Source: an optimization exercise on an open RTL-to-GDS flow (aim: small area). Production flows keep margins and buffers that such runs may drop.
The RTL was checked by simulation tests, not by an equivalence proof against the original design.
The clock port is modelled as an ideal driver, which makes a skipped or thinned clock tree look cheaper than it is; a real chip needs a root buffer or a tree.
Power figures rest on the tool's default switching activity, not on a simulated workload.

pepper:
==> flow/design.v <==
`timescale 1ns / 1ps
module ds18b20(
  input        CLOCK_50,
  input        Q_KEY ,
  input        ds_in,        
  output       ds_pull_low,  
  output [7:0] SEG7_SEG,
  output [3:0] SEG7_SEL
);
wire clk = CLOCK_50;
wire rst = Q_KEY;
function [10:0] U;
  input integer k;
  integer i;
  reg [10:0] x;
  begin
    x = 11'd0;
    for (i = 0; i < k % 2048; i = i + 1)
      x = {x[9:0], x[10] ^ x[8] ^ (x[9:0] == 10'd0)};
    U = x;
  end
endfunction
reg [10:0] sl;
reg [2:0]  pos;
reg [5:0]  c50;
reg [3:0]  bc;
wire       sl_z   = (sl[9:0] == 10'd0);
wire       step   = sl[10] & sl_z;           
wire [2:0] pos_nx = pos + step;
always @(posedge clk or posedge rst)
  if (rst) begin
    sl  <= U(1023);
    pos <= 3'd0;
    c50 <= 6'd0;
    bc  <= 4'd0;
  end else begin
    sl  <= {sl[9:0], sl[10] ^ sl[8] ^ sl_z};
    pos <= pos_nx;
    c50 <= (c50 == 6'd49) ? 6'd0 : c50 + 1'b1;
    bc  <= (bc == 4'd10) ? 4'd0 : bc + 1'b1;
  end
wire tick = (c50 == 6'd25);
function [9:0] T;
  input integer k;
  integer i;
  reg [9:0] x;
  begin
    x = 10'd0;
    for (i = 0; i < (k + 1023) % 1023; i = i + 1)
      x = {x[8:0], ~(x[9] ^ x[6])};
    T = x;
  end
endfunction
reg        rs, cv;
reg [5:0]  s;
reg [9:0]  c;
reg        pl;             
reg [3:0]  t_lo;           
reg [7:0]  d;              
reg        v;              
wire [31:0] cmd = 32'hBECC44CC;
wire wbit = cmd[s[4:0]];
wire rd   = s[5];
wire wr   = ~rs & ~cv & ~rd;
wire rdsl = ~rs & ~cv & rd;
wire       wrap = (c == T(-1));
wire [9:0] c_nx = {c[8:0], ~(c[9] ^ c[6])};
wire [5:0] s_nx = s + wrap;
always @(posedge clk or posedge rst)
  if (rst) begin
    rs <= 1'b1;
    cv <= 1'b0;
    s  <= 6'd63;
    c  <= T(-1);
    pl <= 1'b0;
  end else if (tick) begin
    s <= s_nx;
    c <= c_nx;
    if (rs) begin
      if (c == T(0))   pl <= 1'b1;
      if (c == T(502)) pl <= 1'b0;
      if ((c == T(605) && ds_in) || c == T(1007)) c <= T(0);
      if (c == T(1007)) rs <= 1'b0;
    end else if (cv) begin
      if ((ds_in && (s[5] | s[4])) || (s[5] && s[1:0] == 2'b11 && c == T(564))) begin
        cv <= 1'b0;
        rs <= 1'b1;
        s  <= 6'd16;
        c  <= T(0);
      end
    end else if (!rd) begin
      if (wbit) begin
        if (c == T(0)) pl <= 1'b1;
        if (c == T(2)) pl <= 1'b0;
      end else begin
        if (c == T(1))  pl <= 1'b1;
        if (c == T(82)) pl <= 1'b0;
      end
      if (c == T(82)) begin
        if (s[3:0] == 4'd15) begin
          c <= T(-2);
          if (s[4]) s <= 6'd47;
          else      cv <= 1'b1;
        end else
          c <= T(-1);
      end
    end else begin
      if (c == T(0)) pl <= 1'b1;
      if (c == T(2)) pl <= 1'b0;
      if (c == T(70)) begin
        if (s[3:0] == 4'd15) begin
          rs <= 1'b1;
          c  <= T(-2);
        end else
          c <= T(-1);
      end
    end
  end
assign ds_pull_low = pl;
wire sample  = tick & rdsl & (c == T(14));
wire written = rdsl & (c == T(15));
wire commit  = written & (bc == 4'd10) & (c50 >= 6'd36);
always @(posedge clk)
  if (sample) v <= ds_in;
integer i;
always @(posedge clk or posedge rst)
  if (rst) begin
    t_lo <= 4'hF;
    d    <= 8'h01;
  end else begin
    for (i = 0; i < 4; i = i + 1)
      if (written && s[3:0] == i) t_lo[i] <= v;
    for (i = 0; i < 8; i = i + 1)
      if (commit && s[3:0] == i + 4) d[i] <= v;
  end
wire [2:0] addr_nx = pos_nx;           
wire [2:0] addr    = pos;              
reg [3:0] sel;
always @(*) begin
  sel = 4'b1111;
  if (!addr_nx[2]) sel[addr_nx[1:0]] = 1'b0;
end
assign SEG7_SEL = sel;
wire [7:0] frac10 = {4'd0, t_lo} * 8'd10;
wire [3:0] frac = frac10[7:4];
function [3:0] a3(input [3:0] x);
  case (x)
    4'd5: a3 = 4'd8; 4'd6: a3 = 4'd9; 4'd7: a3 = 4'd10; 4'd8: a3 = 4'd11; 4'd9: a3 = 4'd12;
    4'd0, 4'd1, 4'd2, 4'd3, 4'd4: a3 = x;
    default: a3 = 4'bxxxx;
  endcase
endfunction
wire [3:0] q1 = a3({1'b0, d[7:5]});
wire [3:0] q2 = a3({q1[2:0], d[4]});
wire [3:0] q3 = a3({q2[2:0], d[3]});
wire [3:0] q4 = a3({q3[2:0], d[2]});
wire [3:0] r1 = a3({1'b0, q1[3], q2[3], q3[3]});
wire [3:0] q5 = a3({q4[2:0], d[1]});
wire [3:0] r2 = a3({r1[2:0], q4[3]});
wire [3:0] ones = {q5[2:0], d[0]};
wire [3:0] tens = {r2[2:0], q5[3]};
wire [3:0] hund = {2'b0, r1[3], r2[3]};
reg [3:0] digit;
always @(*)
  case (addr)
    3'd0: digit = frac;
    3'd1: digit = ones;
    3'd2: digit = tens;
    3'd3: digit = hund;
    default: digit = 4'd0;
  endcase
reg blank;           
always @(posedge clk or posedge rst)
  if (rst) blank <= 1'b1;
  else     blank <= 1'b0;
reg [6:0] seg;
always @(*)
  case (digit)
    4'd0: seg = 7'h40;
    4'd1: seg = 7'h79;
    4'd2: seg = 7'h24;
    4'd3: seg = 7'h30;
    4'd4: seg = 7'h19;
    4'd5: seg = 7'h12;
    4'd6: seg = 7'h02;
    4'd7: seg = 7'h78;
    4'd8: seg = 7'h00;
    4'd9: seg = 7'h10;
    default: seg = 7'bxxxxxxx;
  endcase
assign SEG7_SEG = blank ? 8'hFF : {addr != 3'd1, seg};
endmodule
export LEC_CHECK = 0
export ABC_AREA = 1
export CAP_MARGIN = 20
export CORE_MARGIN = 2
export CORE_UTILIZATION = 40
export SLEW_MARGIN = 20
create_clock -name core_clock -period 10.0 [get_ports {CLOCK_50}]
standard.sh (not shown) runs the stock make flow with config.mk's settings and CLKGATE_MAP_FILE= SYNTH_SCRIPT=/design/flow/synth_recipe.tcl, a recipe that flattens the netlist after the stock synthesis.
==> flow/flow/run.sh <==
#!/bin/bash
# Layout flow: the standard flow (standard.sh), with these changes:
#  - synthesis: ORFS's synthesis script unchanged except for the ABC
#    technology-mapping step, which uses an area-only script (deepsyn, then
#    area mapping) instead of ORFS's script, whose buffering and up-sizing
#    steps add area. Flip-flop mapping, flattening and renaming are as in
#    synth_recipe.tcl, so the registers are the standard synthesis's.
#    Synthesis runs once per ABC seed in SEEDS (flow/synth.env), in
#    parallel; deepsyn is bounded by steps, not time, so each run is
#    repeatable. The netlist with the least cell area is laid out.
#  - every port gets a sky130_fd_sc_hd__buf_1 buffer (the standard flow uses
#    clkdlybuf4s50_1).
#  - after CTS, post_cts.tcl (if cts.env exists) replaces the clock tree
#    TritonCTS built with a smaller one: MY_CTS_NBUF cells of type MY_CTS_BUF,
#    each driving one balanced cluster of flip-flops, fed by the clock port or
#    by one MY_CTS_ROOT cell (two inverter levels keep the clock's polarity).
#    Every flip-flop's clock passes through the same number and types of cells.
# Each make run's output goes to a log file in this folder; ORFS's own
# per-step logs are kept under orfs*/logs.
set -euo pipefail
W=$(pwd)
FD=$W/flow
SEEDS="0 1 2 3"
if [[ -f $FD/synth.env ]]; then source $FD/synth.env; fi

# synthesis core: ORFS's synth.tcl with the abc call pointed at our script
sed "s#log_cmd abc {\*}\$abc_args#log_cmd abc -script \$::env(MY_ABC_SCRIPT) {*}[lrange \$abc_args 2 end]#" \
  "$FLOW_HOME/scripts/synth.tcl" > $W/my_synth_core.tcl
grep -q "MY_ABC_SCRIPT" $W/my_synth_core.tcl

# The standard flow's synthesis script, sourcing the modified core
sed "s#source \$::env(SCRIPTS_DIR)/synth.tcl#source $W/my_synth_core.tcl#" \
  $W/synth_recipe.tcl > $W/my_synth.tcl
grep -q "my_synth_core.tcl" $W/my_synth.tcl

# The standard flow, with the synthesis script swapped
sed "s#SYNTH_SCRIPT=[^ ]*synth_recipe.tcl#SYNTH_SCRIPT=$W/my_synth.tcl#" standard.sh > $W/my_standard.sh
grep -q "my_synth.tcl" $W/my_standard.sh
grep -q "WORK_HOME=$W/orfs " $W/my_standard.sh

# synthesis trials
for i in $SEEDS; do
  printf 'strash\n&get -n\n&deepsyn -I 1 -J 300 -S %d\n&put\ndch\namap\n' $i > $W/abc_s$i.script
  sed "s#WORK_HOME=$W/orfs #WORK_HOME=$W/orfs_s$i #" $W/my_standard.sh > $W/my_standard_s$i.sh
  MY_ABC_SCRIPT=$W/abc_s$i.script bash $W/my_standard_s$i.sh synth > $W/synth_s$i.log 2>&1 &
done
wait
best=-1; best_area=1e30
for i in $SEEDS; do
  a=$(grep -h "Chip area for module" $W/orfs_s$i/reports/*/ds18b20/base/synth_stat.txt | head -1 | awk '{print $NF}')
  echo "seed $i: synthesis cell area $a" | tee -a $W/synth_trials.log
  if [[ -n "$a" ]] && awk -v a="$a" -v b="$best_area" 'BEGIN {exit !(a < b)}'; then best=$i; best_area=$a; fi
done
echo "using seed $best ($best_area)" | tee -a $W/synth_trials.log
[[ $best -ge 0 ]]
mv $W/orfs_s$best $W/orfs

EXTRA=()
if [[ -f $FD/cts.env ]]; then
  MY_CTS_ROOT=
  source $FD/cts.env
  export MY_CTS_NBUF MY_CTS_BUF MY_CTS_ROOT
  EXTRA+=("POST_CTS_TCL=$FD/post_cts.tcl")
fi
MY_ABC_SCRIPT=$W/abc_s$best.script bash $W/my_standard.sh finish \
  BUFFER_PORTS_ARGS="-buffer_cell sky130_fd_sc_hd__buf_1" "${EXTRA[@]}" > $W/flow_make.log 2>&1
==> flow/flow/synth.env <==
SEEDS="0 3 4 1"
Other scripts of this flow, unchanged in this note and not shown: flow/flow/cts.env, flow/flow/post_cts.tcl
For juniper, these inputs were changed with respect to pepper:
Settings: CORE_UTILIZATION changed from 40 to 25.
==> flow/flow/synth.env <==
SEEDS="0"
### Flow results
[diff] final instance area, juniper relative to pepper: regression. pepper → juniper: aggregate routed wire length now larger, instance area at placement now larger. Delta (juniper minus pepper): number of placement rows +9, wire length per cell lower. Summary of juniper over pepper: power share of the combinational group ~0 delta, total global-route track usage decreased 6.3 points, post-route fraction of the period consumed by the critical path decreased by 0.15 points relative to the old numbers, number of cells produced by synthesis held, peak ir drop on the vdd network now sits lower. There was hardly any difference in power between juniper and pepper.
No run of this note takes its clock network from TritonCTS; it comes from the design's own scripts or RTL.

==> static timing again, ports no longer ideal <==
Ports are ideal in the flow. The routed layouts listed here were re-timed in OpenROAD. Step 1: set_driving_cell puts a clkbuf_16 on CLOCK_50 and a buf_2 on each other input, an assumption about the parent block. Step 2 adds t to the input delays and takes it off the output delays; t is the mean of the earliest and latest rising clock arrival at the registers after step 1. Input paths then give back, and output paths get back, about the clock's delay inside the block. Three values: no drivers, after step 1, after step 2; two values: the first two.
| run | shift t [ns] | slack for setup (ns) | hold WS [ns] | worst setup path after step 2 | worst data-port slew with drivers (ns) |
|---|---|---|---|---|---|
| pepper | 0.205 | 4.013 / 3.956 / 4.160 | 0.368 / 0.368 / 0.368 | register to output | 0.03 |
| juniper | 0.207 | 4.029 / 3.970 / 4.176 | 0.367 / 0.367 / 0.367 | register to output | 0.03 |
After both steps setup and hold are still met in every run listed.
